From an optimization exercise on the open Yosys and OpenROAD flow, aimed at small area and a short achievable clock period; shortcuts taken in it are not production practice.
At most, simulation tests tie the RTL to the original design; equivalence was not proved.

Setup of build 64:
// convolution
module convolution (
    input clk,
    input rst,
    input signed [15:0] x_in,
    output signed [31:0] y_out,
    output signed [31:0] y_out_t
);
  reg [15:0] s0;
  reg [15:0] s1;
  reg [15:0] s2;
  reg [15:0] s3;
  reg [15:0] s4;
  reg [15:0] s5;
  reg [15:0] s6;
  reg [15:0] s7;
  reg [15:0] s8;
  reg [15:0] s9;
  reg [15:0] s10;
  reg [15:0] s11;
  reg [15:0] s12;
  reg [15:0] s13;
  reg [15:0] s14;
  reg [15:0] s15;
  reg [15:0] s16;
  reg [15:0] s17;
  reg [15:0] s18;
  reg [15:0] s19;
  reg [15:0] s20;
  reg [15:0] s21;
  reg [15:0] s22;
  reg [15:0] s23;
  reg [15:0] s24;
  reg [15:0] s25;
  reg [15:0] s26;
  reg [15:0] s27;
  reg [15:0] s28;
  reg [15:0] s29;
  reg [15:0] s30;
  reg [15:0] s31;
  reg [15:0] s32;
  reg [15:0] s33;
  reg [15:0] s34;
  reg [15:0] s35;
  reg [15:0] s36;
  reg [15:0] s37;
  reg [15:0] s38;
  reg [15:0] yt;
  reg [30:0] y;
  reg [24:0] v;
  reg [30:0] rs, rc;
  reg ytc1, ytc2, ytc3;    
  reg zr0_0;
  reg zr0_1;
  reg zr1_0;
  reg zr1_1;
  reg zr2_0;
  reg zr2_1;
  reg zr3_0;
  reg zr3_1;
  reg zr4_0;
  reg zr4_1;
  reg zr5_0;
  ...
==> flow/config.mk <==
export PLATFORM = sky130hd
export DESIGN_NAME = convolution
export DESIGN_NICKNAME = convolution
export VERILOG_FILES = /design/flow/design.v
export SDC_FILE = /design/flow/constraint.sdc
export NUM_CORES = 4
export LEC_CHECK = 0
export CAP_MARGIN = 20
export CORE_MARGIN = 2
export CORE_UTILIZATION = 45
export CTS_CLUSTER_DIAMETER = 70
export CTS_CLUSTER_SIZE = 32
export SLEW_MARGIN = 20
export SYNTH_HIERARCHICAL = 1
==> flow/constraint.sdc <==
create_clock -name core_clock -period 15.0 [get_ports {clk}]
set_input_delay 3.0000 -clock core_clock [delete_from_list [all_inputs] [get_ports {clk}]]
set_output_delay 3.0000 -clock core_clock [all_outputs]
set_load 0.01 [all_outputs]
standard.sh (not shown) runs the stock make flow with config.mk's settings and CLKGATE_MAP_FILE= SYNTH_SCRIPT=/design/flow/synth_recipe.tcl, a recipe that flattens the netlist after the stock synthesis.
==> flow/flow/run.sh <==
#!/bin/bash
# Standard ORFS layout, with repair_timing asked to keep a larger setup margin
# than the clock period needs, so that it works on the paths that set the
# achieved period.  Constraints (constraint.sdc) are unchanged.
set -euo pipefail
export SETUP_SLACK_MARGIN=10.8
bash standard.sh finish > standard_finish.log 2>&1
Build 64: full flow OK, the timing, DRC and antenna checks passed
Setup changes, build 64 to build 9
Settings: a change of CTS_CLUSTER_DIAMETER from 70 to 60; a change of CORE_UTILIZATION from 45 to 40; a change of CTS_CLUSTER_SIZE from 32 to 20.
Notes after the runs:
- Comparing build 9 and build 64, the higher worst endpoint data arrival time is on build 64.
- Changes observed in build 9 relative to build 64: worst slew margin relative to its limit now sits lower, die outline area now sits higher.
Input-level comparison between build 41 and build 9:
Settings: swapping 20 for 5 in CAP_MARGIN; swapping 60 for 80 in CTS_CLUSTER_DIAMETER; swapping 20 for 5 in SLEW_MARGIN; swapping 20 for 28 in CTS_CLUSTER_SIZE.
--- a/flow/flow/run.sh
+++ b/flow/flow/run.sh
@@ -5,3 +5,3 @@
 set -euo pipefail
-export SETUP_SLACK_MARGIN=10.8
+export SETUP_SLACK_MARGIN=10.7
 bash standard.sh finish > standard_finish.log 2>&1
==> comparison <==
- NOTE fmax build 9->build 41 decreased by a few percent
- Build 41 leaves less setup margin than build 9.
- Cell area | build 41 vs build 9 | build 41 smaller
- Summary: with build 9 as the reference, post-detailed-routing wire length in build 41 moved down slightly.

* * *

## job 7976
convolution, a different RTL version from the one above (not shown whole).
Size: ~2600 cells after synthesis, about 850 flip-flops, roughly 82 I/O pins, ~45000 um^2 of cells after synthesis.
make LEC_CHECK=0 CAP_MARGIN=20 CORE_MARGIN=2 CORE_UTILIZATION=40 CTS_CLUSTER_DIAMETER=80 CTS_CLUSTER_SIZE=28 SLEW_MARGIN=20 SYNTH_HIERARCHICAL=1 finish   # period 15.0 ns
run.sh (not shown) runs the stock make flow with config.mk's settings and CLKGATE_MAP_FILE= SYNTH_SCRIPT=/design/flow/synth_recipe.tcl, a recipe that flattens the netlist after the stock synthesis.
Stock flow here: none of the scripts above is used.
Job 7976 finished every stage and its layout cleared the timing, DRC and antenna checks.
The inputs of job 3398 differ from those of job 7976 as listed below.
# job 7976
export LEC_CHECK = 0
export CAP_MARGIN = 20
export CORE_MARGIN = 2
export CORE_UTILIZATION = 40
export CTS_CLUSTER_DIAMETER = 80
export CTS_CLUSTER_SIZE = 28
export SLEW_MARGIN = 20
export SYNTH_HIERARCHICAL = 1
create_clock -name core_clock -period 15.0 [get_ports {clk}]
# job 3398
export LEC_CHECK = 0
export CAP_MARGIN = 20
export CORE_MARGIN = 2
export CORE_UTILIZATION = 30
export CTS_CLUSTER_DIAMETER = 80
export CTS_CLUSTER_SIZE = 28
export SLEW_MARGIN = 20
export SYNTH_HIERARCHICAL = 1
create_clock -name core_clock -period 15.0 [get_ports {clk}]
==> flow/flow/run.sh (new file) <==
#!/bin/bash
# Standard ORFS layout, with repair_timing asked to keep a larger setup margin
# than the clock period needs, so that it works on the paths that set the
# achieved period.  Constraints (constraint.sdc) are unchanged.
set -euo pipefail
export SETUP_SLACK_MARGIN=10.8
bash standard.sh finish > standard_finish.log 2>&1
==> flow/standard.sh (new file) <==
#!/bin/bash
# synth_recipe.tcl (not shown) runs the flow's synth.tcl, then flattens the netlist and writes it again
# the make line also repeats each setting of config.mk as NAME=value (left out here)
make -C /OpenROAD-flow-scripts/flow DESIGN_CONFIG=/design/flow/config.mk WORK_HOME=/design/flow/orfs CLKGATE_MAP_FILE= SYNTH_SCRIPT=/design/flow/synth_recipe.tcl "${@:-finish}"
removed: flow/run.sh
==> comparison <==
| minimum clock period after layout | higher: job 7976 |
Run comparison: job 3398 capture point of the worst path y_out_t[29]; job 7976 capture point of the worst path s30[6]
Number of tap cells added at floorplan for job 3398 is higher than for job 7976.
As of job 3398, routed wire length had risen by a few percent compared to job 7976.
diff inputs: job 3398 => job 7517
# job 3398
export LEC_CHECK = 0
export CAP_MARGIN = 20
export CORE_MARGIN = 2
export CORE_UTILIZATION = 30
export CTS_CLUSTER_DIAMETER = 80
export CTS_CLUSTER_SIZE = 28
export SLEW_MARGIN = 20
export SYNTH_HIERARCHICAL = 1
create_clock -name core_clock -period 15.0 [get_ports {clk}]
# job 7517
export LEC_CHECK = 0
export CAP_MARGIN = 20
export CORE_MARGIN = 2
export CORE_UTILIZATION = 40
export CTS_CLUSTER_DIAMETER = 80
export CTS_CLUSTER_SIZE = 28
export SLEW_MARGIN = 20
export SYNTH_HIERARCHICAL = 1
create_clock -name core_clock -period 15.0 [get_ports {clk}]
### Flow results
Across job 7517 and job 3398, none had a timing, DRC or antenna violation.
Global-route wire length before repair delta (job 7517 − job 3398): unfavourable
Job 7517 has layout cell share with drive strength beyond 1 below what job 3398 had.
Re routed length on met2: job 7517 and job 3398 aren't equal, and the lower value belongs to job 7517.
Relative to job 3398, combined area of the multi-input logic cells has gone down in job 7517.
Changes in job 515 relative to job 7517:
-- flow/flow/run.sh --
<<< job 7517, line 5
set -euo pipefail
export SETUP_SLACK_MARGIN=10.8
bash standard.sh finish > standard_finish.log 2>&1
>>> job 515, line 5
set -euo pipefail
export SETUP_SLACK_MARGIN=10.6
bash standard.sh finish > standard_finish.log 2>&1
[summary]
Of job 515 and job 7517, job 515 shows the lower number of clock buffers in the layout, with job 7517 above it. The lower total length of routed met2 wires of job 515 and job 7517 is in job 7517. Via count shrinks slightly when moving from job 7517 to job 515. Changes observed in job 515 relative to job 7517: total wire length after detailed routing now sits at about the same level, post-layout utilization of the core fell 0.28 points, area growth from synthesis to layout decreased 0.69 points.
No run of this note included a check of the RTL's function; only the layout flow was run.

## separate check: timing with driven ports
How much do the figures lean on ideal ports? The routed layouts below were timed once more, with nothing changed but the port constraints. Step 1 sets driving cells, clkbuf_16 on the clock port and buf_2 on the other inputs (assumed; they add their load-dependent delay and slew). Step 2 times the ports against the registers' clock, not the clock port: input delays grow and output delays shrink by t, the midpoint of the rising clock arrivals with the driver on. Slacks: ideal ports / drivers / drivers and shift; pairs: ideal ports / drivers.
run	t (ns)	slack for setup (ns)	hold WS [ns]	worst register clock-pin slew, ns	cell pins on the clock port's net
build 64	0.697	10.691 / 10.626 / 10.253	0.339 / 0.339 / 0.339	0.12 / 0.12	1
build 9	0.721	10.718 / 10.653 / 10.227	0.340 / 0.340 / 0.340	0.09 / 0.09	1
build 41	0.694	10.600 / 10.533 / 10.227	0.330 / 0.330 / 0.330	0.11 / 0.11	1
job 7976	0.695	9.044 / 9.072 / 8.377	0.351 / 0.351 / 0.351	0.11 / 0.11	1
job 3398	0.689	10.644 / 10.580 / 10.227	0.322 / 0.322 / 0.322	0.11 / 0.11	1
job 7517	0.681	10.652 / 10.588 / 10.271	0.349 / 0.349 / 0.349	0.12 / 0.12	1
job 515	0.695	10.627 / 10.562 / 9.989	0.352 / 0.352 / 0.352	0.11 / 0.11	1
After both steps every run listed still meets setup and hold. For job 7976, which loses most, drivers alone change the setup slack by +0.028 ns; drivers and shift together by -0.667 ns. Setup slack includes reset recovery checks.
